Background: an optimization exercise with open tools, aiming at small area, a short achievable clock period and few clock cycles per item. Do not read the settings as production practice.
In this exercise RTL edits were held to simulation tests only and were not proved equivalent to the original.

==> flow/design.v (outline; a module is shown in full before it is edited, if it fits) <==
// module Raptor64Mult: 2369 lines
// module pgc: 6 lines
// module gpn: 6 lines
// module gn: 5 lines
// module digq: 10 lines
// module bmx: 5 lines
// module bx: 5 lines
// module bxn: 5 lines
// module fa3: 6 lines
// module ha2: 6 lines
// module fa1c: 6 lines
module Raptor64Mult(rst, clk, ld, sgn, isMuli, a, b, imm, o, done);
  // ...
==> flow/flow/run.sh <==
#!/bin/bash
set -euo pipefail
MARGIN=$(cat flow/margin.txt)
export BUFFER_PORTS_ARGS="-buffer_cell $(cat flow/bufcell.txt)"
sed -e "s/SETUP_SLACK_MARGIN=[-0-9.]*/SETUP_SLACK_MARGIN=${MARGIN}/" standard.sh > standard_margin.sh
grep -q "SETUP_SLACK_MARGIN=${MARGIN}" standard_margin.sh
bash standard_margin.sh > standard_margin.log 2>&1
==> flow/flow/bufcell.txt <==
sky130_fd_sc_hd__buf_1
==> flow/flow/margin.txt <==
6.7
==> flow/standard.sh <==
#!/bin/bash
# synth_recipe.tcl (not shown) runs the flow's synth.tcl, then flattens the netlist and writes it again
# the make line also repeats each setting of config.mk as NAME=value (left out here)
make -C /OpenROAD-flow-scripts/flow DESIGN_CONFIG=/design/flow/config.mk WORK_HOME=/design/flow/orfs CLKGATE_MAP_FILE= SYNTH_SCRIPT=/design/flow/synth_recipe.tcl "${@:-finish}"
==> flow/config.mk <==
export PLATFORM = sky130hd
export DESIGN_NAME = Raptor64Mult
export DESIGN_NICKNAME = Raptor64Mult
export VERILOG_FILES = /design/flow/design.v
export SDC_FILE = /design/flow/constraint.sdc
export NUM_CORES = 4
export LEC_CHECK = 0
export ABC_CLOCK_PERIOD_IN_PS = 3000
export CAP_MARGIN = 30
export CORE_MARGIN = 2
export CORE_UTILIZATION = 62
export CTS_BUF_LIST = sky130_fd_sc_hd__clkbuf_16
export CTS_CLUSTER_DIAMETER = 100
export CTS_CLUSTER_SIZE = 24
export SETUP_SLACK_MARGIN = 5
export SLEW_MARGIN = 40
export SYNTH_HIERARCHICAL = 1
export SYNTH_MINIMUM_KEEP_SIZE = 0
==> flow/constraint.sdc <==
create_clock -name core_clock -period 10.0 [get_ports {clk}]
set_input_delay 2.0000 -clock core_clock [delete_from_list [all_inputs] [get_ports {clk}]]
set_output_delay 2.0000 -clock core_clock [all_outputs]
set_load 0.01 [all_outputs]
==> impl_metrics.csv, run 1 <==
group,metric,value,unit
detailed_routing,wirelength,106000,um
timing,hold_ws,353,ps
grt,globalRouteMet2Util,0.632,
floorplan,dieArea,0.0529,mm2
finish,top_regs,"dr: 70 flops, ar: 65 flops",
setup_path,rr_endpoint,"sr[16]",
grt,use_met1,0.534,
grt,grt_max_degree,70,
logic_synthesis,synth_area_per_cell,11.5,um2
detailed_routing,via_per_inst,6.64,
detailed_routing,drt-initial-drc-count,2861,
logic_synthesis,synth_compound_area_frac,0.201,
grt,top_usage_layer,"met2",
grt,grtUsageMet3,0.0768,
cts,post-cts-setup-buffers,25,
setup_path,worstPathArrival,1280,ps
place,placed_area,0.0334,mm2
finish,fin_nets,3847,
setup_path,cp_max_fo,15,
cts,cts_buffers,23,
setup_path,crit_buf_inv,1,
status,status,"complete, no violations",
finish,final_util,0.696,
Testbench counts, summed over its fixed seeds: cycles 19,200, items 2,400.
==> run 2, diff against run 1 <==
--- a/flow/design.v
+++ b/flow/design.v
@@ -1422,16 +1422,22 @@
 bmx u_m6_63 (.a1(ar[63]), .a0(ar[62]), .one(one2[6]), .two(two2[6]), .m(m_6_63));
 bx u_x6_63 (.m(m_6_63), .neg(neg2[6]), .r(r_6[63]));
 wire m_6_64;
 bmx u_m6_64 (.a1(ar[64]), .a0(ar[63]), .one(one2[6]), .two(two2[6]), .m(m_6_64));
 bx u_x6_64 (.m(m_6_64), .neg(neg2[6]), .r(r_6[64]));
 wire m_6_65;
 bmx u_m6_65 (.a1(ar[64]), .a0(ar[64]), .one(one2[6]), .two(two2[6]), .m(m_6_65));
 bxn u_x6_65 (.m(m_6_65), .neg(neg2[6]), .r(r_6[65]));
+wire fst0;
+fstq u_f0 (.clk(clk), .d(~rst & ld), .q(fst0));
+wire fst1;
+fstq u_f1 (.clk(clk), .d(~rst & ld), .q(fst1));
+wire fst2;
+fstq u_f2 (.clk(clk), .d(~rst & ld), .q(fst2));
 wire s1, c2, s3, c4, s5, c6, s7, c8, s9, c10, s11, c12, s13, c14, s15, c16;
 wire s17, c18, s19, c20, s21, c22, s23, c24, s25, c26, s27, c28, s29, c30, s31, c32;
 wire s33, c34, s35, c36, s37, c38, s39, c40, s41, c42, s43, c44, s45, c46, s47, c48;
 wire s49, c50, s51, c52, s53, c54, s55, c56, s57, c58, s59, c60, s61, c62, s63, c64;
 wire s65, c66, s67, c68, s69, c70, s71, c72, s73, c74, s75, c76, s77, c78, s79, c80;
 wire s81, c82, s83, c84, s85, c86, s87, c88, s89, c90, s91, c92, s93, c94, s95, c96;
 wire s97, c98, s99, c100, s101, c102, s103, c104, s105, c106, s107, c108, s109, c110, s111, c112;
 wire s113, c114, s115, c116, s117, c118, s119, c120, s121, c122, s123, c124, s125, c126, s127, c128;
@@ -1481,200 +1487,200 @@
 wire s817, c818, s819, c820, s821, c822, s823, c824, s825, c826, s827, c828, s829, c830, s831, c832;
 wire s833, c834, s835, c836, s837, c838, s839, c840, s841, c842, s843, c844, s845, c846, s847, c848;
 wire s849, c850, s851, c852, s853, c854, s855, c856, s857, c858, s859, c860, s861, c862, s863, c864;
 wire s865, c866, s867, c868, s869, c870, s871, c872, s873, c874, s875, c876, s877, c878, s879, c880;
 wire s881, c882, s883, c884, s885, c886, s887, c888, s889, c890, s891, c892, s893, c894, s895, c896;
 wire s897, c898, s899, c900, s901, c902, s903, c904, s905, c906, s907, c908, s909, c910, s911, c912;
 wire s913, c914, s915, c916, s917, c918, s919, c920, s921, c922, s923, c924, s925, c926, s927, c928;
 wire s929, c930, s931, c932, s933, c934, s935, c936;
-ha2 u_s1 (.x((sr[6] & ~first)), .y((cr[6] & ~first)), .s(s1), .c(c2));
-ha2 u_s3 (.x((sr[7] & ~first)), .y((cr[7] & ~first)), .s(s3), .c(c4));
-fa3 u_s5 (.x((sr[8] & ~first)), .y((cr[8] & ~first)), .z(neg2[4]), .s(s5), .c(c6));
+ha2 u_s1 (.x((sr[6] & ~fst0)), .y((cr[6] & ~fst0)), .s(s1), .c(c2));
+ha2 u_s3 (.x((sr[7] & ~fst0)), .y((cr[7] & ~fst0)), .s(s3), .c(c4));
+fa3 u_s5 (.x((sr[8] & ~fst0)), .y((cr[8] & ~fst0)), .z(neg2[4]), .s(s5), .c(c6));
 ha2 u_s7 (.x(r_0[8]), .y(r_1[6]), .s(s7), .c(c8));
-fa3 u_s9 (.x((sr[9] & ~first)), .y((cr[9] & ~first)), .z(r_0[9]), .s(s9), .c(c10));
+fa3 u_s9 (.x((sr[9] & ~fst0)), .y((cr[9] & ~fst0)), .z(r_0[9]), .s(s9), .c(c10));
 ha2 u_s11 (.x(r_1[7]), .y(r_2[5]), .s(s11), .c(c12));
-fa3 u_s13 (.x((sr[10] & ~first)), .y((cr[10] & ~first)), .z(neg2[5]), .s(s13), .c(c14));
+fa3 u_s13 (.x((sr[10] & ~fst0)), .y((cr[10] & ~fst0)), .z(neg2[5]), .s(s13), .c(c14));
 fa3 u_s15 (.x(r_0[10]), .y(r_1[8]), .z(r_2[6]), .s(s15), .c(c16));
 ha2 u_s17 (.x(r_3[4]), .y(r_4[2]), .s(s17), .c(c18));
-fa3 u_s19 (.x((sr[11] & ~first)), .y((cr[11] & ~first)), .z(r_0[11]), .s(s19), .c(c20));
+fa3 u_s19 (.x((sr[11] & ~fst0)), .y((cr[11] & ~fst0)), .z(r_0[11]), .s(s19), .c(c20));
 fa3 u_s21 (.x(r_1[9]), .y(r_2[7]), .z(r_3[5]), .s(s21), .c(c22));
 ha2 u_s23 (.x(r_4[3]), .y(r_5[1]), .s(s23), .c(c24));
-fa3 u_s25 (.x((sr[12] & ~first)), .y((cr[12] & ~first)), .z(r_0[12]), .s(s25), .c(c26));
+fa3 u_s25 (.x((sr[12] & ~fst0)), .y((cr[12] & ~fst0)), .z(r_0[12]), .s(s25), .c(c26));
 fa3 u_s27 (.x(r_1[10]), .y(r_2[8]), .z(r_3[6]), .s(s27), .c(c28));
 fa3 u_s29 (.x(r_4[4]), .y(r_5[2]), .z(r_6[0]), .s(s29), .c(c30));
-fa3 u_s31 (.x((sr[13] & ~first)), .y((cr[13] & ~first)), .z(r_0[13]), .s(s31), .c(c32));
+fa3 u_s31 (.x((sr[13] & ~fst0)), .y((cr[13] & ~fst0)), .z(r_0[13]), .s(s31), .c(c32));
 fa3 u_s33 (.x(r_1[11]), .y(r_2[9]), .z(r_3[7]), .s(s33), .c(c34));
 fa3 u_s35 (.x(r_4[5]), .y(r_5[3]), .z(r_6[1]), .s(s35), .c(c36));
-fa3 u_s37 (.x((sr[14] & ~first)), .y((cr[14] & ~first)), .z(r_0[14]), .s(s37), .c(c38));
+fa3 u_s37 (.x((sr[14] & ~fst0)), .y((cr[14] & ~fst0)), .z(r_0[14]), .s(s37), .c(c38));
 fa3 u_s39 (.x(r_1[12]), .y(r_2[10]), .z(r_3[8]), .s(s39), .c(c40));
 fa3 u_s41 (.x(r_4[6]), .y(r_5[4]), .z(r_6[2]), .s(s41), .c(c42));
-fa3 u_s43 (.x((sr[15] & ~first)), .y((cr[15] & ~first)), .z(r_0[15]), .s(s43), .c(c44));
+fa3 u_s43 (.x((sr[15] & ~fst0)), .y((cr[15] & ~fst0)), .z(r_0[15]), .s(s43), .c(c44));
 fa3 u_s45 (.x(r_1[13]), .y(r_2[11]), .z(r_3[9]), .s(s45), .c(c46));
 fa3 u_s47 (.x(r_4[7]), .y(r_5[5]), .z(r_6[3]), .s(s47), .c(c48));
-fa3 u_s49 (.x((sr[16] & ~first)), .y((cr[16] & ~first)), .z(r_0[16]), .s(s49), .c(c50));
+fa3 u_s49 (.x((sr[16] & ~fst0)), .y((cr[16] & ~fst0)), .z(r_0[16]), .s(s49), .c(c50));
 fa3 u_s51 (.x(r_1[14]), .y(r_2[12]), .z(r_3[10]), .s(s51), .c(c52));
 fa3 u_s53 (.x(r_4[8]), .y(r_5[6]), .z(r_6[4]), .s(s53), .c(c54));
-fa3 u_s55 (.x((sr[17] & ~first)), .y((cr[17] & ~first)), .z(r_0[17]), .s(s55), .c(c56));
+fa3 u_s55 (.x((sr[17] & ~fst0)), .y((cr[17] & ~fst0)), .z(r_0[17]), .s(s55), .c(c56));
 fa3 u_s57 (.x(r_1[15]), .y(r_2[13]), .z(r_3[11]), .s(s57), .c(c58));
 fa3 u_s59 (.x(r_4[9]), .y(r_5[7]), .z(r_6[5]), .s(s59), .c(c60));
-fa3 u_s61 (.x((sr[18] & ~first)), .y((cr[18] & ~first)), .z(r_0[18]), .s(s61), .c(c62));
+fa3 u_s61 (.x((sr[18] & ~fst0)), .y((cr[18] & ~fst0)), .z(r_0[18]), .s(s61), .c(c62));
 fa3 u_s63 (.x(r_1[16]), .y(r_2[14]), .z(r_3[12]), .s(s63), .c(c64));
 fa3 u_s65 (.x(r_4[10]), .y(r_5[8]), .z(r_6[6]), .s(s65), .c(c66));
-fa3 u_s67 (.x((sr[19] & ~first)), .y((cr[19] & ~first)), .z(r_0[19]), .s(s67), .c(c68));
+fa3 u_s67 (.x((sr[19] & ~fst0)), .y((cr[19] & ~fst0)), .z(r_0[19]), .s(s67), .c(c68));
 fa3 u_s69 (.x(r_1[17]), .y(r_2[15]), .z(r_3[13]), .s(s69), .c(c70));
 fa3 u_s71 (.x(r_4[11]), .y(r_5[9]), .z(r_6[7]), .s(s71), .c(c72));
-fa3 u_s73 (.x((sr[20] & ~first)), .y((cr[20] & ~first)), .z(r_0[20]), .s(s73), .c(c74));
+fa3 u_s73 (.x((sr[20] & ~fst0)), .y((cr[20] & ~fst0)), .z(r_0[20]), .s(s73), .c(c74));
 fa3 u_s75 (.x(r_1[18]), .y(r_2[16]), .z(r_3[14]), .s(s75), .c(c76));
 fa3 u_s77 (.x(r_4[12]), .y(r_5[10]), .z(r_6[8]), .s(s77), .c(c78));
-fa3 u_s79 (.x((sr[21] & ~first)), .y((cr[21] & ~first)), .z(r_0[21]), .s(s79), .c(c80));
+fa3 u_s79 (.x((sr[21] & ~fst0)), .y((cr[21] & ~fst0)), .z(r_0[21]), .s(s79), .c(c80));
 fa3 u_s81 (.x(r_1[19]), .y(r_2[17]), .z(r_3[15]), .s(s81), .c(c82));
 fa3 u_s83 (.x(r_4[13]), .y(r_5[11]), .z(r_6[9]), .s(s83), .c(c84));
-fa3 u_s85 (.x((sr[22] & ~first)), .y((cr[22] & ~first)), .z(r_0[22]), .s(s85), .c(c86));
+fa3 u_s85 (.x((sr[22] & ~fst1)), .y((cr[22] & ~fst1)), .z(r_0[22]), .s(s85), .c(c86));
 fa3 u_s87 (.x(r_1[20]), .y(r_2[18]), .z(r_3[16]), .s(s87), .c(c88));
 fa3 u_s89 (.x(r_4[14]), .y(r_5[12]), .z(r_6[10]), .s(s89), .c(c90));
-fa3 u_s91 (.x((sr[23] & ~first)), .y((cr[23] & ~first)), .z(r_0[23]), .s(s91), .c(c92));
+fa3 u_s91 (.x((sr[23] & ~fst1)), .y((cr[23] & ~fst1)), .z(r_0[23]), .s(s91), .c(c92));
 fa3 u_s93 (.x(r_1[21]), .y(r_2[19]), .z(r_3[17]), .s(s93), .c(c94));
 fa3 u_s95 (.x(r_4[15]), .y(r_5[13]), .z(r_6[11]), .s(s95), .c(c96));
-fa3 u_s97 (.x((sr[24] & ~first)), .y((cr[24] & ~first)), .z(r_0[24]), .s(s97), .c(c98));
+fa3 u_s97 (.x((sr[24] & ~fst1)), .y((cr[24] & ~fst1)), .z(r_0[24]), .s(s97), .c(c98));
 fa3 u_s99 (.x(r_1[22]), .y(r_2[20]), .z(r_3[18]), .s(s99), .c(c100));
 fa3 u_s101 (.x(r_4[16]), .y(r_5[14]), .z(r_6[12]), .s(s101), .c(c102));
-fa3 u_s103 (.x((sr[25] & ~first)), .y((cr[25] & ~first)), .z(r_0[25]), .s(s103), .c(c104));
+fa3 u_s103 (.x((sr[25] & ~fst1)), .y((cr[25] & ~fst1)), .z(r_0[25]), .s(s103), .c(c104));
 fa3 u_s105 (.x(r_1[23]), .y(r_2[21]), .z(r_3[19]), .s(s105), .c(c106));
 fa3 u_s107 (.x(r_4[17]), .y(r_5[15]), .z(r_6[13]), .s(s107), .c(c108));
-fa3 u_s109 (.x((sr[26] & ~first)), .y((cr[26] & ~first)), .z(r_0[26]), .s(s109), .c(c110));
+fa3 u_s109 (.x((sr[26] & ~fst1)), .y((cr[26] & ~fst1)), .z(r_0[26]), .s(s109), .c(c110));
 fa3 u_s111 (.x(r_1[24]), .y(r_2[22]), .z(r_3[20]), .s(s111), .c(c112));
 fa3 u_s113 (.x(r_4[18]), .y(r_5[16]), .z(r_6[14]), .s(s113), .c(c114));
-fa3 u_s115 (.x((sr[27] & ~first)), .y((cr[27] & ~first)), .z(r_0[27]), .s(s115), .c(c116));
+fa3 u_s115 (.x((sr[27] & ~fst1)), .y((cr[27] & ~fst1)), .z(r_0[27]), .s(s115), .c(c116));
 fa3 u_s117 (.x(r_1[25]), .y(r_2[23]), .z(r_3[21]), .s(s117), .c(c118));
 fa3 u_s119 (.x(r_4[19]), .y(r_5[17]), .z(r_6[15]), .s(s119), .c(c120));
-fa3 u_s121 (.x((sr[28] & ~first)), .y((cr[28] & ~first)), .z(r_0[28]), .s(s121), .c(c122));
+fa3 u_s121 (.x((sr[28] & ~fst1)), .y((cr[28] & ~fst1)), .z(r_0[28]), .s(s121), .c(c122));
 fa3 u_s123 (.x(r_1[26]), .y(r_2[24]), .z(r_3[22]), .s(s123), .c(c124));
 fa3 u_s125 (.x(r_4[20]), .y(r_5[18]), .z(r_6[16]), .s(s125), .c(c126));
-fa3 u_s127 (.x((sr[29] & ~first)), .y((cr[29] & ~first)), .z(r_0[29]), .s(s127), .c(c128));
+fa3 u_s127 (.x((sr[29] & ~fst1)), .y((cr[29] & ~fst1)), .z(r_0[29]), .s(s127), .c(c128));
 fa3 u_s129 (.x(r_1[27]), .y(r_2[25]), .z(r_3[23]), .s(s129), .c(c130));
 fa3 u_s131 (.x(r_4[21]), .y(r_5[19]), .z(r_6[17]), .s(s131), .c(c132));
-fa3 u_s133 (.x((sr[30] & ~first)), .y((cr[30] & ~first)), .z(r_0[30]), .s(s133), .c(c134));
+fa3 u_s133 (.x((sr[30] & ~fst1)), .y((cr[30] & ~fst1)), .z(r_0[30]), .s(s133), .c(c134));
 fa3 u_s135 (.x(r_1[28]), .y(r_2[26]), .z(r_3[24]), .s(s135), .c(c136));
 fa3 u_s137 (.x(r_4[22]), .y(r_5[20]), .z(r_6[18]), .s(s137), .c(c138));
-fa3 u_s139 (.x((sr[31] & ~first)), .y((cr[31] & ~first)), .z(r_0[31]), .s(s139), .c(c140));
+fa3 u_s139 (.x((sr[31] & ~fst1)), .y((cr[31] & ~fst1)), .z(r_0[31]), .s(s139), .c(c140));
 fa3 u_s141 (.x(r_1[29]), .y(r_2[27]), .z(r_3[25]), .s(s141), .c(c142));
 fa3 u_s143 (.x(r_4[23]), .y(r_5[21]), .z(r_6[19]), .s(s143), .c(c144));
-fa3 u_s145 (.x((sr[32] & ~first)), .y((cr[32] & ~first)), .z(r_0[32]), .s(s145), .c(c146));
+fa3 u_s145 (.x((sr[32] & ~fst1)), .y((cr[32] & ~fst1)), .z(r_0[32]), .s(s145), .c(c146));
 fa3 u_s147 (.x(r_1[30]), .y(r_2[28]), .z(r_3[26]), .s(s147), .c(c148));
 fa3 u_s149 (.x(r_4[24]), .y(r_5[22]), .z(r_6[20]), .s(s149), .c(c150));
-fa3 u_s151 (.x((sr[33] & ~first)), .y((cr[33] & ~first)), .z(r_0[33]), .s(s151), .c(c152));
+fa3 u_s151 (.x((sr[33] & ~fst1)), .y((cr[33] & ~fst1)), .z(r_0[33]), .s(s151), .c(c152));
 fa3 u_s153 (.x(r_1[31]), .y(r_2[29]), .z(r_3[27]), .s(s153), .c(c154));
 fa3 u_s155 (.x(r_4[25]), .y(r_5[23]), .z(r_6[21]), .s(s155), .c(c156));
-fa3 u_s157 (.x((sr[34] & ~first)), .y((cr[34] & ~first)), .z(r_0[34]), .s(s157), .c(c158));
+fa3 u_s157 (.x((sr[34] & ~fst1)), .y((cr[34] & ~fst1)), .z(r_0[34]), .s(s157), .c(c158));
 fa3 u_s159 (.x(r_1[32]), .y(r_2[30]), .z(r_3[28]), .s(s159), .c(c160));
 fa3 u_s161 (.x(r_4[26]), .y(r_5[24]), .z(r_6[22]), .s(s161), .c(c162));
-fa3 u_s163 (.x((sr[35] & ~first)), .y((cr[35] & ~first)), .z(r_0[35]), .s(s163), .c(c164));
+fa3 u_s163 (.x((sr[35] & ~fst1)), .y((cr[35] & ~fst1)), .z(r_0[35]), .s(s163), .c(c164));
 fa3 u_s165 (.x(r_1[33]), .y(r_2[31]), .z(r_3[29]), .s(s165), .c(c166));
 fa3 u_s167 (.x(r_4[27]), .y(r_5[25]), .z(r_6[23]), .s(s167), .c(c168));
-fa3 u_s169 (.x((sr[36] & ~first)), .y((cr[36] & ~first)), .z(r_0[36]), .s(s169), .c(c170));
+fa3 u_s169 (.x((sr[36] & ~fst1)), .y((cr[36] & ~fst1)), .z(r_0[36]), .s(s169), .c(c170));
 fa3 u_s171 (.x(r_1[34]), .y(r_2[32]), .z(r_3[30]), .s(s171), .c(c172));
 fa3 u_s173 (.x(r_4[28]), .y(r_5[26]), .z(r_6[24]), .s(s173), .c(c174));
-fa3 u_s175 (.x((sr[37] & ~first)), .y((cr[37] & ~first)), .z(r_0[37]), .s(s175), .c(c176));
+fa3 u_s175 (.x((sr[37] & ~fst1)), .y((cr[37] & ~fst1)), .z(r_0[37]), .s(s175), .c(c176));
 fa3 u_s177 (.x(r_1[35]), .y(r_2[33]), .z(r_3[31]), .s(s177), .c(c178));
 fa3 u_s179 (.x(r_4[29]), .y(r_5[27]), .z(r_6[25]), .s(s179), .c(c180));
-fa3 u_s181 (.x((sr[38] & ~first)), .y((cr[38] & ~first)), .z(r_0[38]), .s(s181), .c(c182));
+fa3 u_s181 (.x((sr[38] & ~fst1)), .y((cr[38] & ~fst1)), .z(r_0[38]), .s(s181), .c(c182));
 fa3 u_s183 (.x(r_1[36]), .y(r_2[34]), .z(r_3[32]), .s(s183), .c(c184));
 fa3 u_s185 (.x(r_4[30]), .y(r_5[28]), .z(r_6[26]), .s(s185), .c(c186));
-fa3 u_s187 (.x((sr[39] & ~first)), .y((cr[39] & ~first)), .z(r_0[39]), .s(s187), .c(c188));
+fa3 u_s187 (.x((sr[39] & ~fst1)), .y((cr[39] & ~fst1)), .z(r_0[39]), .s(s187), .c(c188));
 fa3 u_s189 (.x(r_1[37]), .y(r_2[35]), .z(r_3[33]), .s(s189), .c(c190));
 fa3 u_s191 (.x(r_4[31]), .y(r_5[29]), .z(r_6[27]), .s(s191), .c(c192));
-fa3 u_s193 (.x((sr[40] & ~first)), .y((cr[40] & ~first)), .z(r_0[40]), .s(s193), .c(c194));
+fa3 u_s193 (.x((sr[40] & ~fst1)), .y((cr[40] & ~fst1)), .z(r_0[40]), .s(s193), .c(c194));
 fa3 u_s195 (.x(r_1[38]), .y(r_2[36]), .z(r_3[34]), .s(s195), .c(c196));
 fa3 u_s197 (.x(r_4[32]), .y(r_5[30]), .z(r_6[28]), .s(s197), .c(c198));
-fa3 u_s199 (.x((sr[41] & ~first)), .y((cr[41] & ~first)), .z(r_0[41]), .s(s199), .c(c200));
+fa3 u_s199 (.x((sr[41] & ~fst1)), .y((cr[41] & ~fst1)), .z(r_0[41]), .s(s199), .c(c200));
 fa3 u_s201 (.x(r_1[39]), .y(r_2[37]), .z(r_3[35]), .s(s201), .c(c202));
 fa3 u_s203 (.x(r_4[33]), .y(r_5[31]), .z(r_6[29]), .s(s203), .c(c204));
-fa3 u_s205 (.x((sr[42] & ~first)), .y((cr[42] & ~first)), .z(r_0[42]), .s(s205), .c(c206));
+fa3 u_s205 (.x((sr[42] & ~fst1)), .y((cr[42] & ~fst1)), .z(r_0[42]), .s(s205), .c(c206));
 fa3 u_s207 (.x(r_1[40]), .y(r_2[38]), .z(r_3[36]), .s(s207), .c(c208));
 fa3 u_s209 (.x(r_4[34]), .y(r_5[32]), .z(r_6[30]), .s(s209), .c(c210));
-fa3 u_s211 (.x((sr[43] & ~first)), .y((cr[43] & ~first)), .z(r_0[43]), .s(s211), .c(c212));
+fa3 u_s211 (.x((sr[43] & ~fst1)), .y((cr[43] & ~fst1)), .z(r_0[43]), .s(s211), .c(c212));
 fa3 u_s213 (.x(r_1[41]), .y(r_2[39]), .z(r_3[37]), .s(s213), .c(c214));
 fa3 u_s215 (.x(r_4[35]), .y(r_5[33]), .z(r_6[31]), .s(s215), .c(c216));
-fa3 u_s217 (.x((sr[44] & ~first)), .y((cr[44] & ~first)), .z(r_0[44]), .s(s217), .c(c218));
+fa3 u_s217 (.x((sr[44] & ~fst2)), .y((cr[44] & ~fst2)), .z(r_0[44]), .s(s217), .c(c218));
 fa3 u_s219 (.x(r_1[42]), .y(r_2[40]), .z(r_3[38]), .s(s219), .c(c220));
 fa3 u_s221 (.x(r_4[36]), .y(r_5[34]), .z(r_6[32]), .s(s221), .c(c222));
-fa3 u_s223 (.x((sr[45] & ~first)), .y((cr[45] & ~first)), .z(r_0[45]), .s(s223), .c(c224));
+fa3 u_s223 (.x((sr[45] & ~fst2)), .y((cr[45] & ~fst2)), .z(r_0[45]), .s(s223), .c(c224));
 fa3 u_s225 (.x(r_1[43]), .y(r_2[41]), .z(r_3[39]), .s(s225), .c(c226));
 fa3 u_s227 (.x(r_4[37]), .y(r_5[35]), .z(r_6[33]), .s(s227), .c(c228));
-fa3 u_s229 (.x((sr[46] & ~first)), .y((cr[46] & ~first)), .z(r_0[46]), .s(s229), .c(c230));
+fa3 u_s229 (.x((sr[46] & ~fst2)), .y((cr[46] & ~fst2)), .z(r_0[46]), .s(s229), .c(c230));
 fa3 u_s231 (.x(r_1[44]), .y(r_2[42]), .z(r_3[40]), .s(s231), .c(c232));
 fa3 u_s233 (.x(r_4[38]), .y(r_5[36]), .z(r_6[34]), .s(s233), .c(c234));
-fa3 u_s235 (.x((sr[47] & ~first)), .y((cr[47] & ~first)), .z(r_0[47]), .s(s235), .c(c236));
+fa3 u_s235 (.x((sr[47] & ~fst2)), .y((cr[47] & ~fst2)), .z(r_0[47]), .s(s235), .c(c236));
 fa3 u_s237 (.x(r_1[45]), .y(r_2[43]), .z(r_3[41]), .s(s237), .c(c238));
 fa3 u_s239 (.x(r_4[39]), .y(r_5[37]), .z(r_6[35]), .s(s239), .c(c240));
-fa3 u_s241 (.x((sr[48] & ~first)), .y((cr[48] & ~first)), .z(r_0[48]), .s(s241), .c(c242));
+fa3 u_s241 (.x((sr[48] & ~fst2)), .y((cr[48] & ~fst2)), .z(r_0[48]), .s(s241), .c(c242));
 fa3 u_s243 (.x(r_1[46]), .y(r_2[44]), .z(r_3[42]), .s(s243), .c(c244));
 fa3 u_s245 (.x(r_4[40]), .y(r_5[38]), .z(r_6[36]), .s(s245), .c(c246));
-fa3 u_s247 (.x((sr[49] & ~first)), .y((cr[49] & ~first)), .z(r_0[49]), .s(s247), .c(c248));
+fa3 u_s247 (.x((sr[49] & ~fst2)), .y((cr[49] & ~fst2)), .z(r_0[49]), .s(s247), .c(c248));
 fa3 u_s249 (.x(r_1[47]), .y(r_2[45]), .z(r_3[43]), .s(s249), .c(c250));
 fa3 u_s251 (.x(r_4[41]), .y(r_5[39]), .z(r_6[37]), .s(s251), .c(c252));
-fa3 u_s253 (.x((sr[50] & ~first)), .y((cr[50] & ~first)), .z(r_0[50]), .s(s253), .c(c254));
+fa3 u_s253 (.x((sr[50] & ~fst2)), .y((cr[50] & ~fst2)), .z(r_0[50]), .s(s253), .c(c254));
 fa3 u_s255 (.x(r_1[48]), .y(r_2[46]), .z(r_3[44]), .s(s255), .c(c256));
 fa3 u_s257 (.x(r_4[42]), .y(r_5[40]), .z(r_6[38]), .s(s257), .c(c258));
-fa3 u_s259 (.x((sr[51] & ~first)), .y((cr[51] & ~first)), .z(r_0[51]), .s(s259), .c(c260));
+fa3 u_s259 (.x((sr[51] & ~fst2)), .y((cr[51] & ~fst2)), .z(r_0[51]), .s(s259), .c(c260));
 fa3 u_s261 (.x(r_1[49]), .y(r_2[47]), .z(r_3[45]), .s(s261), .c(c262));
 fa3 u_s263 (.x(r_4[43]), .y(r_5[41]), .z(r_6[39]), .s(s263), .c(c264));
-fa3 u_s265 (.x((sr[52] & ~first)), .y((cr[52] & ~first)), .z(r_0[52]), .s(s265), .c(c266));
+fa3 u_s265 (.x((sr[52] & ~fst2)), .y((cr[52] & ~fst2)), .z(r_0[52]), .s(s265), .c(c266));
 fa3 u_s267 (.x(r_1[50]), .y(r_2[48]), .z(r_3[46]), .s(s267), .c(c268));
 fa3 u_s269 (.x(r_4[44]), .y(r_5[42]), .z(r_6[40]), .s(s269), .c(c270));
-fa3 u_s271 (.x((sr[53] & ~first)), .y((cr[53] & ~first)), .z(r_0[53]), .s(s271), .c(c272));
+fa3 u_s271 (.x((sr[53] & ~fst2)), .y((cr[53] & ~fst2)), .z(r_0[53]), .s(s271), .c(c272));
 fa3 u_s273 (.x(r_1[51]), .y(r_2[49]), .z(r_3[47]), .s(s273), .c(c274));
 fa3 u_s275 (.x(r_4[45]), .y(r_5[43]), .z(r_6[41]), .s(s275), .c(c276));
-fa3 u_s277 (.x((sr[54] & ~first)), .y((cr[54] & ~first)), .z(r_0[54]), .s(s277), .c(c278));
+fa3 u_s277 (.x((sr[54] & ~fst2)), .y((cr[54] & ~fst2)), .z(r_0[54]), .s(s277), .c(c278));
 fa3 u_s279 (.x(r_1[52]), .y(r_2[50]), .z(r_3[48]), .s(s279), .c(c280));
 fa3 u_s281 (.x(r_4[46]), .y(r_5[44]), .z(r_6[42]), .s(s281), .c(c282));
-fa3 u_s283 (.x((sr[55] & ~first)), .y((cr[55] & ~first)), .z(r_0[55]), .s(s283), .c(c284));
+fa3 u_s283 (.x((sr[55] & ~fst2)), .y((cr[55] & ~fst2)), .z(r_0[55]), .s(s283), .c(c284));
 fa3 u_s285 (.x(r_1[53]), .y(r_2[51]), .z(r_3[49]), .s(s285), .c(c286));
 fa3 u_s287 (.x(r_4[47]), .y(r_5[45]), .z(r_6[43]), .s(s287), .c(c288));
-fa3 u_s289 (.x((sr[56] & ~first)), .y((cr[56] & ~first)), .z(r_0[56]), .s(s289), .c(c290));
+fa3 u_s289 (.x((sr[56] & ~fst2)), .y((cr[56] & ~fst2)), .z(r_0[56]), .s(s289), .c(c290));
 fa3 u_s291 (.x(r_1[54]), .y(r_2[52]), .z(r_3[50]), .s(s291), .c(c292));
 fa3 u_s293 (.x(r_4[48]), .y(r_5[46]), .z(r_6[44]), .s(s293), .c(c294));
-fa3 u_s295 (.x((sr[57] & ~first)), .y((cr[57] & ~first)), .z(r_0[57]), .s(s295), .c(c296));
+fa3 u_s295 (.x((sr[57] & ~fst2)), .y((cr[57] & ~fst2)), .z(r_0[57]), .s(s295), .c(c296));
 fa3 u_s297 (.x(r_1[55]), .y(r_2[53]), .z(r_3[51]), .s(s297), .c(c298));
 fa3 u_s299 (.x(r_4[49]), .y(r_5[47]), .z(r_6[45]), .s(s299), .c(c300));
-fa3 u_s301 (.x((sr[58] & ~first)), .y((cr[58] & ~first)), .z(r_0[58]), .s(s301), .c(c302));
+fa3 u_s301 (.x((sr[58] & ~fst2)), .y((cr[58] & ~fst2)), .z(r_0[58]), .s(s301), .c(c302));
 fa3 u_s303 (.x(r_1[56]), .y(r_2[54]), .z(r_3[52]), .s(s303), .c(c304));
 fa3 u_s305 (.x(r_4[50]), .y(r_5[48]), .z(r_6[46]), .s(s305), .c(c306));
-fa3 u_s307 (.x((sr[59] & ~first)), .y((cr[59] & ~first)), .z(r_0[59]), .s(s307), .c(c308));
+fa3 u_s307 (.x((sr[59] & ~fst2)), .y((cr[59] & ~fst2)), .z(r_0[59]), .s(s307), .c(c308));
 fa3 u_s309 (.x(r_1[57]), .y(r_2[55]), .z(r_3[53]), .s(s309), .c(c310));
 fa3 u_s311 (.x(r_4[51]), .y(r_5[49]), .z(r_6[47]), .s(s311), .c(c312));
-fa3 u_s313 (.x((sr[60] & ~first)), .y((cr[60] & ~first)), .z(r_0[60]), .s(s313), .c(c314));
+fa3 u_s313 (.x((sr[60] & ~fst2)), .y((cr[60] & ~fst2)), .z(r_0[60]), .s(s313), .c(c314));
 fa3 u_s315 (.x(r_1[58]), .y(r_2[56]), .z(r_3[54]), .s(s315), .c(c316));
 fa3 u_s317 (.x(r_4[52]), .y(r_5[50]), .z(r_6[48]), .s(s317), .c(c318));
-fa3 u_s319 (.x((sr[61] & ~first)), .y((cr[61] & ~first)), .z(r_0[61]), .s(s319), .c(c320));
+fa3 u_s319 (.x((sr[61] & ~fst2)), .y((cr[61] & ~fst2)), .z(r_0[61]), .s(s319), .c(c320));
 fa3 u_s321 (.x(r_1[59]), .y(r_2[57]), .z(r_3[55]), .s(s321), .c(c322));
 fa3 u_s323 (.x(r_4[53]), .y(r_5[51]), .z(r_6[49]), .s(s323), .c(c324));
-fa3 u_s325 (.x((sr[62] & ~first)), .y((cr[62] & ~first)), .z(r_0[62]), .s(s325), .c(c326));
+fa3 u_s325 (.x((sr[62] & ~fst2)), .y((cr[62] & ~fst2)), .z(r_0[62]), .s(s325), .c(c326));
 fa3 u_s327 (.x(r_1[60]), .y(r_2[58]), .z(r_3[56]), .s(s327), .c(c328));
 fa3 u_s329 (.x(r_4[54]), .y(r_5[52]), .z(r_6[50]), .s(s329), .c(c330));
-fa3 u_s331 (.x((sr[63] & ~first)), .y((cr[63] & ~first)), .z(r_0[63]), .s(s331), .c(c332));
+fa3 u_s331 (.x((sr[63] & ~fst2)), .y((cr[63] & ~fst2)), .z(r_0[63]), .s(s331), .c(c332));
 fa3 u_s333 (.x(r_1[61]), .y(r_2[59]), .z(r_3[57]), .s(s333), .c(c334));
 fa3 u_s335 (.x(r_4[55]), .y(r_5[53]), .z(r_6[51]), .s(s335), .c(c336));
-fa3 u_s337 (.x((sr[64] & ~first)), .y((cr[64] & ~first)), .z(r_0[64]), .s(s337), .c(c338));
+fa3 u_s337 (.x((sr[64] & ~fst2)), .y((cr[64] & ~fst2)), .z(r_0[64]), .s(s337), .c(c338));
 fa3 u_s339 (.x(r_1[62]), .y(r_2[60]), .z(r_3[58]), .s(s339), .c(c340));
 fa3 u_s341 (.x(r_4[56]), .y(r_5[54]), .z(r_6[52]), .s(s341), .c(c342));
-fa3 u_s343 (.x((sr[65] | first)), .y((cr[65] & ~first)), .z(r_0[65]), .s(s343), .c(c344));
+fa3 u_s343 (.x((sr[65] | fst2)), .y((cr[65] & ~fst2)), .z(r_0[65]), .s(s343), .c(c344));
 fa3 u_s345 (.x(r_1[63]), .y(r_2[61]), .z(r_3[59]), .s(s345), .c(c346));
 fa3 u_s347 (.x(r_4[57]), .y(r_5[55]), .z(r_6[53]), .s(s347), .c(c348));
 fa1c u_s349 (.x(r_1[64]), .y(r_2[62]), .s(s349), .c(c350));
 fa3 u_s351 (.x(r_3[60]), .y(r_4[58]), .z(r_5[56]), .s(s351), .c(c352));
 fa3 u_s353 (.x(r_1[65]), .y(r_2[63]), .z(r_3[61]), .s(s353), .c(c354));
 assign s355 = ~r_2[64];
 assign c356 = r_2[64];
-ha2 u_s357 (.x((sr[2] & ~first)), .y((cr[2] & ~first)), .s(s357), .c(c358));
-ha2 u_s359 (.x((sr[3] & ~first)), .y((cr[3] & ~first)), .s(s359), .c(c360));
-fa3 u_s361 (.x((sr[4] & ~first)), .y((cr[4] & ~first)), .z(neg2[2]), .s(s361), .c(c362));
+ha2 u_s357 (.x((sr[2] & ~fst0)), .y((cr[2] & ~fst0)), .s(s357), .c(c358));
+ha2 u_s359 (.x((sr[3] & ~fst0)), .y((cr[3] & ~fst0)), .s(s359), .c(c360));
+fa3 u_s361 (.x((sr[4] & ~fst0)), .y((cr[4] & ~fst0)), .z(neg2[2]), .s(s361), .c(c362));
 ha2 u_s363 (.x(r_0[4]), .y(r_1[2]), .s(s363), .c(c364));
-fa3 u_s365 (.x((sr[5] & ~first)), .y((cr[5] & ~first)), .z(r_0[5]), .s(s365), .c(c366));
+fa3 u_s365 (.x((sr[5] & ~fst0)), .y((cr[5] & ~fst0)), .z(r_0[5]), .s(s365), .c(c366));
 ha2 u_s367 (.x(r_1[3]), .y(r_2[1]), .s(s367), .c(c368));
 fa3 u_s369 (.x(neg2[3]), .y(s1), .z(r_0[6]), .s(s369), .c(c370));
 fa3 u_s371 (.x(r_1[4]), .y(r_2[2]), .z(r_3[0]), .s(s371), .c(c372));
 fa3 u_s373 (.x(c2), .y(s3), .z(r_0[7]), .s(s373), .c(c374));
 fa3 u_s375 (.x(r_1[5]), .y(r_2[3]), .z(r_3[1]), .s(s375), .c(c376));
 fa3 u_s377 (.x(c4), .y(r_2[4]), .z(r_3[2]), .s(s377), .c(c378));
 fa3 u_s379 (.x(r_4[0]), .y(s5), .z(s7), .s(s379), .c(c380));
 fa3 u_s381 (.x(c6), .y(r_3[3]), .z(r_4[1]), .s(s381), .c(c382));
@@ -1799,18 +1805,18 @@
 fa3 u_s619 (.x(r_6[56]), .y(s355), .z(c354), .s(s619), .c(c620));
 fa3 u_s621 (.x(r_2[65]), .y(r_3[63]), .z(r_4[61]), .s(s621), .c(c622));
 fa3 u_s623 (.x(r_5[59]), .y(r_6[57]), .z(c356), .s(s623), .c(c624));
 fa1c u_s625 (.x(r_3[64]), .y(r_4[62]), .s(s625), .c(c626));
 ha2 u_s627 (.x(r_5[60]), .y(r_6[58]), .s(s627), .c(c628));
 fa3 u_s629 (.x(r_3[65]), .y(r_4[63]), .z(r_5[61]), .s(s629), .c(c630));
 assign s631 = ~r_4[64];
 assign c632 = r_4[64];
-ha2 u_s633 (.x((sr[0] & ~first)), .y((cr[0] & ~first)), .s(s633), .c(c634));
-ha2 u_s635 (.x((sr[1] & ~first)), .y((cr[1] & ~first)), .s(s635), .c(c636));
+ha2 u_s633 (.x((sr[0] & ~fst0)), .y((cr[0] & ~fst0)), .s(s633), .c(c634));
+ha2 u_s635 (.x((sr[1] & ~fst0)), .y((cr[1] & ~fst0)), .s(s635), .c(c636));
 fa3 u_s637 (.x(neg2[1]), .y(s357), .z(r_0[2]), .s(s637), .c(c638));
 fa3 u_s639 (.x(c358), .y(s359), .z(r_0[3]), .s(s639), .c(c640));
 fa3 u_s641 (.x(c360), .y(r_2[0]), .z(s361), .s(s641), .c(c642));
 fa3 u_s643 (.x(c362), .y(c364), .z(s367), .s(s643), .c(c644));
 fa3 u_s645 (.x(c368), .y(c366), .z(s369), .s(s645), .c(c646));
 fa3 u_s647 (.x(c370), .y(c372), .z(s373), .s(s647), .c(c648));
 fa3 u_s649 (.x(c374), .y(c376), .z(s377), .s(s649), .c(c650));
 fa3 u_s651 (.x(c378), .y(s381), .z(c380), .s(s651), .c(c652));
@@ -2379,16 +2385,22 @@
 assign go = gh | (ph & gl);
 assign po = ph & pl;
 endmodule
 module gn(gh, ph, gl, go);
 input gh, ph, gl;
 output go;
 assign go = gh | (ph & gl);
 endmodule
+module fstq(clk, d, q);
+input clk, d;
+output reg q;
+always @(posedge clk)
+	q <= d;
+endmodule
 module digq(clk, one_n, two_n, neg_n, one, two, neg);
 input clk;
 input [6:0] one_n, two_n, neg_n;
 output reg [6:0] one, two, neg;
 always @(posedge clk) begin
 	one <= one_n;
 	two <= two_n;
 	neg <= neg_n;
==> flow/config.mk (replaced) <==
export PLATFORM = sky130hd
export DESIGN_NAME = Raptor64Mult
export DESIGN_NICKNAME = Raptor64Mult
export VERILOG_FILES = /design/flow/design.v
export SDC_FILE = /design/flow/constraint.sdc
export NUM_CORES = 4
export LEC_CHECK = 0
export ABC_CLOCK_PERIOD_IN_PS = 3000
export CAP_MARGIN = 50
export CORE_MARGIN = 2
export CORE_UTILIZATION = 62
export CTS_BUF_LIST = sky130_fd_sc_hd__clkbuf_16
export CTS_CLUSTER_DIAMETER = 100
export CTS_CLUSTER_SIZE = 24
export SETUP_SLACK_MARGIN = 5
export SLEW_MARGIN = 70
export SYNTH_HIERARCHICAL = 1
export SYNTH_MINIMUM_KEEP_SIZE = 0
==> impl_metrics.csv, run 2 <==
group,metric,value,unit
status,status,"complete, no violations",
timing,fmax,304,MHz
floorplan,die_w,230,um
logic_synthesis,synth-async-reset-ratio,0,
logic_synthesis,synth_common_cells,"a22o_1, fa_1, xor2_1",
floorplan,coreArea,0.0503,mm2
cts,root_buffer,"clkbuf_16",
logic_synthesis,yosysTopAreaCell,"fa_1",
finish,drive_above_1_share,0.0728,
finish,fin_nets,3830,
logic_synthesis,synth_area_per_cell,11.5,um2
floorplan,dieArea,0.0528,mm2
cts,clkTransAtPathRegs,110,ps
floorplan,rows,82,
place,dp_cells,3688,
logic_synthesis,synth_edf_count,0,
grt,grtUsageMet3,0.0665,
timing,final.min_clock_period,3290,ps
min_path,worstHoldPathCells,0,
detailed_routing,via_per_inst,6.54,
grt,grt_antenna_before_repair,1,
detailed_routing,num_vias,24526,
floorplan,die_h,230,um
detailed_routing,dr.pass1.iters,5,
setup_path,critical_path_class,"register to output port",
logic_synthesis,syn-cell-area,0.0316,mm2
logic_synthesis,syn_inst,2752,
finish,top_regs,"dr: 70 flops, ar: 65 flops",
grt,grt_max_degree,74,
logic_synthesis,yosysSeqAreaShare,0.232,
cts,cts_buffers,22,
setup_path,crit_path_end_kind,"output port",
timing,setup_violations,0,
timing,final.setup.tns,0,ps
cts,clock_latency,600,ps
detailed_routing,drt-initial-drc-count,2687,
timing,finClkSkew,34.1,ps
place,placed_area,0.0338,mm2
timing,rsz0062_at_grt,"no",
timing,slew_viol_final,0,
setup_path,crit_path_start_kind,"register",
detailed_routing,drc,0,
finish,fillerInstances,3923,
finish,final_common_cell,"a22o_1",
floorplan,start_util,0.629,
finish,largest_register,"dr",
logic_synthesis,synthTopCellsByArea,"fa_1, dfxtp_1, a22o_1",
setup_path,cp_max_fo,15,
grt,grt_usage,0.383,
cts,cts_buffer_depth,3,
detailed_routing,wl_per_cell,27.0,um
setup_path,slowest_delay,520,ps
logic_synthesis,yosysWarnings,9,
setup_path,crit_path_cell_trace,"buf_1",
setup_path,path_depth,1,
setup_path,reg2reg_depth,7,
grt,globalRouteMet2Util,0.625,
logic_synthesis,synth_top_area_share,0.286,
place,port_buffers,325,
finish,synthToLayoutAreaGrowth,10.7,%
timing,finalCritPeriodShare,0.329,
setup_path,worstPathArrival,1290,ps
finish,final_cell_mix,"a22o_1, xor2_1, fa_1",
grt,top_usage_layer,"met2",
timing,hold_ws,332,ps
finish,instances_no_fill,3748,
logic_synthesis,synth.most_common_cell,"a22o_1",
logic_synthesis,yosys_register_bits,367,
grt,grt_pass1_wl,155000,um
setup_path,crit_buf_inv,1,
place,place.gp.congestion,0.911,
place,dp_hpwl,72200,um
finish,design_area,0.0350,mm2
setup_path,path_delay_family,"flip-flops",
detailed_routing,wirelength,101000,um
finish,largest_register_ffs,70,
grt,use_met1,0.515,
setup_path,cp_slowest_cell,"dfxtp_4",
cts,cts_max_level,1,
grt,grt_pass1_vias,25832,
logic_synthesis,synth_flop_cell,"dfxtp_1",
cts,cts_tree,"done",
timing,hold_viol,0,
cts,ctsHoldBuffers,0,
setup_path,cp.required,8000,ps
min_path,hp-class,"register to register",
cts,clkSinkCount,367,
logic_synthesis,synth.distinct_cells,53,
grt,grt_remaining_overflow,0,
detailed_routing,final_antenna_net_count,0,
job,cap_violations,0,
floorplan,io_pins,326,
==> run 2: cell count changes in the layout (fill, tap and decap cells not counted), moves of 6 or more <==
cell      change
dfxtp_2       -8
dfxtp_1      +10
nand3_1       +7
buf_6        +13
buf_4        -29
nand2b_1      -7
a22oi_1      +15
a31oi_1       -7
a221oi_1      -6
a21oi_1       +7
==> run 2: kinds of logic after synthesis <==
family	after synthesis	synth area share
xor gates and xnor gates	530	0.147
DFF	367	0.232
buffers and inverters	136	0.0234
muxes	3	0.00103
and+or+nand+nor	364	0.0643
other	1	0.000119
AOI/OAI and AO/OA	780	0.199
adders and majority gates	571	0.333
==> run 2: layout make-up <==
type	count	area (um2)	share of cell area
repair buffers	387	1950	0.0558
clock inverters	15	165	0.00472
flip-flops and latches	367	7730	0.221
diodes	1	2.50	0.0000715
inverters	34	130	0.00372
multi-input cells	2250	23600	0.675
clock buffers	22	551	0.0157
well taps	672	841	0.0240
==> run 2: worst register-to-register path: cells and delay by family (launching register included) <==
family | cells | cell delay, ps
adder cells (fa/ha/maj) | 4 | 1920
AO/OA/AOI/OAI | 1 | 240
buffers and inverters | 1 | 350
XOR/XNOR | 1 | 210
flip-flops | 1 | 350
==> run 2: worst paths after layout <==
check / from / end / slack, ps
worst min-delay path: dr[33] / dr[19] / 330
worst min register to register: dr[33] / dr[19] / 330
worst max register to register: u_q1.two[3] / sr[26] / 6800
worst max-delay path: ar[29] / o[99] / 6710
==> run 2: stage by stage <==
step,utilization,setup WS [ps]
floorplan,-,6710
global placement,0.663,6160
detailed placement,0.672,6140
CTS,0.689,6700
global route,0.696,6690
finish,0.696,6710
==> run 2: per-module statistics from Yosys, one instance, submodules excluded, a selection <==
module | cell area (um2) | flops+latches | cells
Raptor64Mult | 10500 | 301 | 994
digq | 420 | 21 | 21
fa1c | 27.5 | 0 | 5
fstq | 20.0 | 1 | 1
gpn | 13.8 | 0 | 2
ha2 | 12.5 | 0 | 1
pgc | 12.5 | 0 | 1
bx | 8.76 | 0 | 1
bxn | 8.76 | 0 | 1
bmx | 8.76 | 0 | 1
gn | 7.51 | 0 | 1
==> run 2: metal layers <==
metal	wire [um]	vias to the layer above
li1	-	10332
met1	39700	12395
met2	47900	1511
met3	9300	288
met4	4140	0
met5	0	-
==> run 2: repair_timing <==
item | in CTS | in global routing
setup buffers | 0 | 20
setup endpoints to repair | 57 | 31
gates resized for setup | 57 | 9
Testbench counts of run 2, summed over its fixed seeds: cycles 19,200, items 2,400.
==> run 3, diff against run 2 <==
==> flow/flow/margin.txt (replaced) <==
6.8
==> impl_metrics.csv, run 3 <==
group,metric,value,unit
floorplan,dieArea,0.0528,mm2
detailed_routing,num_vias,25018,
logic_synthesis,synth.most_common_cell,"a22o_1",
finish,synthToLayoutAreaGrowth,13.2,%
logic_synthesis,synth_area_per_cell,11.5,um2
place,place.gp.congestion,0.961,
cts,ctsHoldBuffers,0,
grt,grt_pass1_vias,26297,
logic_synthesis,synth_common_cells,"a22o_1, fa_1, xor2_1",
place,place_ws,5990,ps
cts,cts_buffer_depth,3,
finish,top_regs,"dr: 70 flops, ar: 65 flops",
timing,hold_ws,346,ps
logic_synthesis,synth_flop_cell,"dfxtp_1",
timing,hold_viol,0,
detailed_routing,via_per_inst,6.55,
grt,globalRouteMet2Util,0.635,
floorplan,io_pins,326,
logic_synthesis,yosysWarnings,9,
floorplan,rows,82,
finish,final_util,0.711,
setup_path,cp.required,10480,ps
timing,setup_slack,6820,ps
detailed_routing,drt-initial-drc-count,2732,
logic_synthesis,synth-xor-area-share,0.147,
logic_synthesis,synth_compound_area_frac,0.199,
logic_synthesis,synth_top_area_share,0.286,
floorplan,coreArea,0.0503,mm2
place,dp_hpwl,73300,um
min_path,hp-class,"register to register",
cts,cts_max_level,1,
timing,fmax,314,MHz
grt,grt_max_degree,74,
logic_synthesis,synthAdderAreaFrac,0.333,
logic_synthesis,muxShareOfSynthArea,0.00103,
timing,finalCritPeriodShare,0.318,
floorplan,die_w,230,um
timing,setup_violations,0,
logic_synthesis,synth_top_family_by_area,"adder cells",
logic_synthesis,yosys_register_bits,367,
detailed_routing,drc,0,
cts,clkTransAtPathRegs,110,ps
finish,largest_register_ffs,70,
cts,clkSinkCount,367,
timing,finClkSkew,25.1,ps
finish,antenna_cells,0,
cts,cts_buffers,23,
logic_synthesis,synthTopCellsByArea,"fa_1, dfxtp_1, a22o_1",
setup_path,crit_path_end_kind,"register",
detailed_routing,wl_per_cell,27.5,um
setup_path,critical_path_class,"register to register",
grt,grt_pass1_wl,158000,um
detailed_routing,final_antenna_net_count,0,
finish,drive_above_1_share,0.0982,
grt,grtUsageMet3,0.0840,
logic_synthesis,yosysTopAreaCell,"fa_1",
logic_synthesis,synth.distinct_cells,53,
timing,final.min_clock_period,3180,ps
status,status,"complete, no violations",
finish,final_common_cell,"a22o_1",
finish,largest_register,"dr",
timing,rsz0062_at_grt,"yes",
grt,grt_remaining_overflow,0,
grt,grt_usage,0.392,
floorplan,die_h,230,um
cts,cts_tree,"done",
grt,use_met1,0.530,
place,port_buffers,325,
timing,slew_viol_final,0,
job,cap_violations,0,
grt,top_usage_layer,"met2",
setup_path,crit_path_start_kind,"register",
logic_synthesis,synthSimpleGateAreaFrac,0.0643,
detailed_routing,dr.pass1.iters,6,
finish,final_cell_mix,"a22o_1, xor2_1, fa_1",
logic_synthesis,syn-cell-area,0.0316,mm2
logic_synthesis,synth_edf_count,0,
setup_path,worstPathArrival,3660,ps
cts,root_buffer,"clkbuf_16",
setup_path,cp_max_fo,12,
logic_synthesis,syn_inst,2752,
floorplan,start_util,0.629,
timing,final.setup.tns,0,ps
detailed_routing,wirelength,105000,um
cts,clock_latency,610,ps
logic_synthesis,yosysSeqAreaShare,0.232,
logic_synthesis,synth-async-reset-ratio,0,
finish,fin_nets,3903,
grt,grt_antenna_before_repair,0,
==> run 3: cell types whose count changed in the layout (fill, tap and decap cells not counted), sizes merged <==
cell and change:
buf +72, bufinv -1, clkbuf +1, clkinv -5, clkinvlp +1, diode -1, inv +5
==> run 3: what timing repair did <==
| item | 4_1_cts | 5_1_grt |
|---|---|---|
| pin swaps | 0 | 12 |
| resized for setup | 66 | 43 |
| buffers inserted | 65 | 24 |
| gates cloned | 0 | 0 |
| endpoints found under the setup margin | 76 | 58 |
==> run 3: cells by family after synthesis <==
| logic type | after synthesis |
|---|---|
| adder cells (fa/ha/maj) | 571 |
| flip-flops | 367 |
| XOR/XNOR | 530 |
| other | 1 |
| buffers and inverters | 136 |
| AND/OR/NAND/NOR | 364 |
| AO/OA/AOI/OAI | 780 |
| multiplexers | 3 |
==> run 3: metrics by stage <==
step           cell area, um2  cells
2_1_floorplan           31600   2753
3_3_place_gp            33300   3678
3_5_place_dp            33800   3690
4_1_cts                 35200   3793
5_1_grt                 35800   3820
6_report                35800   3820
==> run 3: worst max-delay path, stage by stage, from the launching register on <==
cell and delay [ps]:
dfxtp_4 440, buf_6 200, a22o_1 240, xor2_1 160
fa_1 470, fa_1 530, fa_1 580, fa_1 420
==> run 3: per-layer routing <==
metal  vias to the layer above  routed length (um)
li1                      10469                   -
met1                     12712               41300
met2                      1563               49800
met3                       274               10300
met4                         0                3760
met5                         -                   0
==> run 3: worst paths after layout <==
| path | start | endpoint | slack (ps) | depth (start not counted) |
|---|---|---|---|---|
| min reg2reg | dr[23] | dr[9] | 350 | 0 |
| max reg2reg | u_q0.one[2] | sr[8] | 6820 | 7 |
| min | dr[23] | dr[9] | 350 | 0 |
| max | u_q0.one[2] | sr[8] | 6820 | 7 |
==> run 3: final cells by class <==
cell class | count | area (um2)
Clock buffer | 23 | 576
Clock inverter | 15 | 131
Fill cell | 3724 | 14500
Inverter | 34 | 130
Multi-Input combinational cell | 2250 | 23600
Sequential cell | 367 | 7750
Tap cell | 672 | 841
Timing Repair Buffer | 459 | 2690
==> run 3: Yosys stat by module, one instance, submodules excluded, a selection <==
module	cell area (um2)	cells inside	flops+latches
Raptor64Mult	10500	994	301
pgc	12.5	1	0
digq	420	21	21
gn	7.51	1	0
bxn	8.76	1	0
fstq	20.0	1	1

## static timing again, ports no longer ideal
The results above use ideal ports. As a check the final layouts listed here were re-extracted and re-timed, cells and wires unchanged.
Step 1 assumes that a clkbuf_16 drives the clock port and a buf_2 every other input.
Step 2 moves the port delays by t, midway between the first and last clock arrival at a register: inputs arrive t later, outputs are due t later. That takes back most of the time a late clock gives input paths.
Slacks: ideal ports / drivers / drivers and shift; pairs: ideal ports / drivers.
run	shift t [ns]	setup slack, ns	worst hold slack (ns)	worst setup path at the end	worst register clock-pin slew, ns
run 1	0.655	6.718 / 6.657 / 6.104	0.353 / 0.353 / 0.353	input to register	0.10 / 0.10
run 2	0.651	6.708 / 6.641 / 6.200	0.332 / 0.332 / 0.332	input to register	0.12 / 0.12
run 3	0.657	6.820 / 6.795 / 6.224	0.346 / 0.346 / 0.346	input to register	0.11 / 0.11
After both steps setup and hold are still met in every run listed. The setup slack of run 1, which loses most, moves by -0.061 ns with the drivers and by -0.614 ns with both steps.
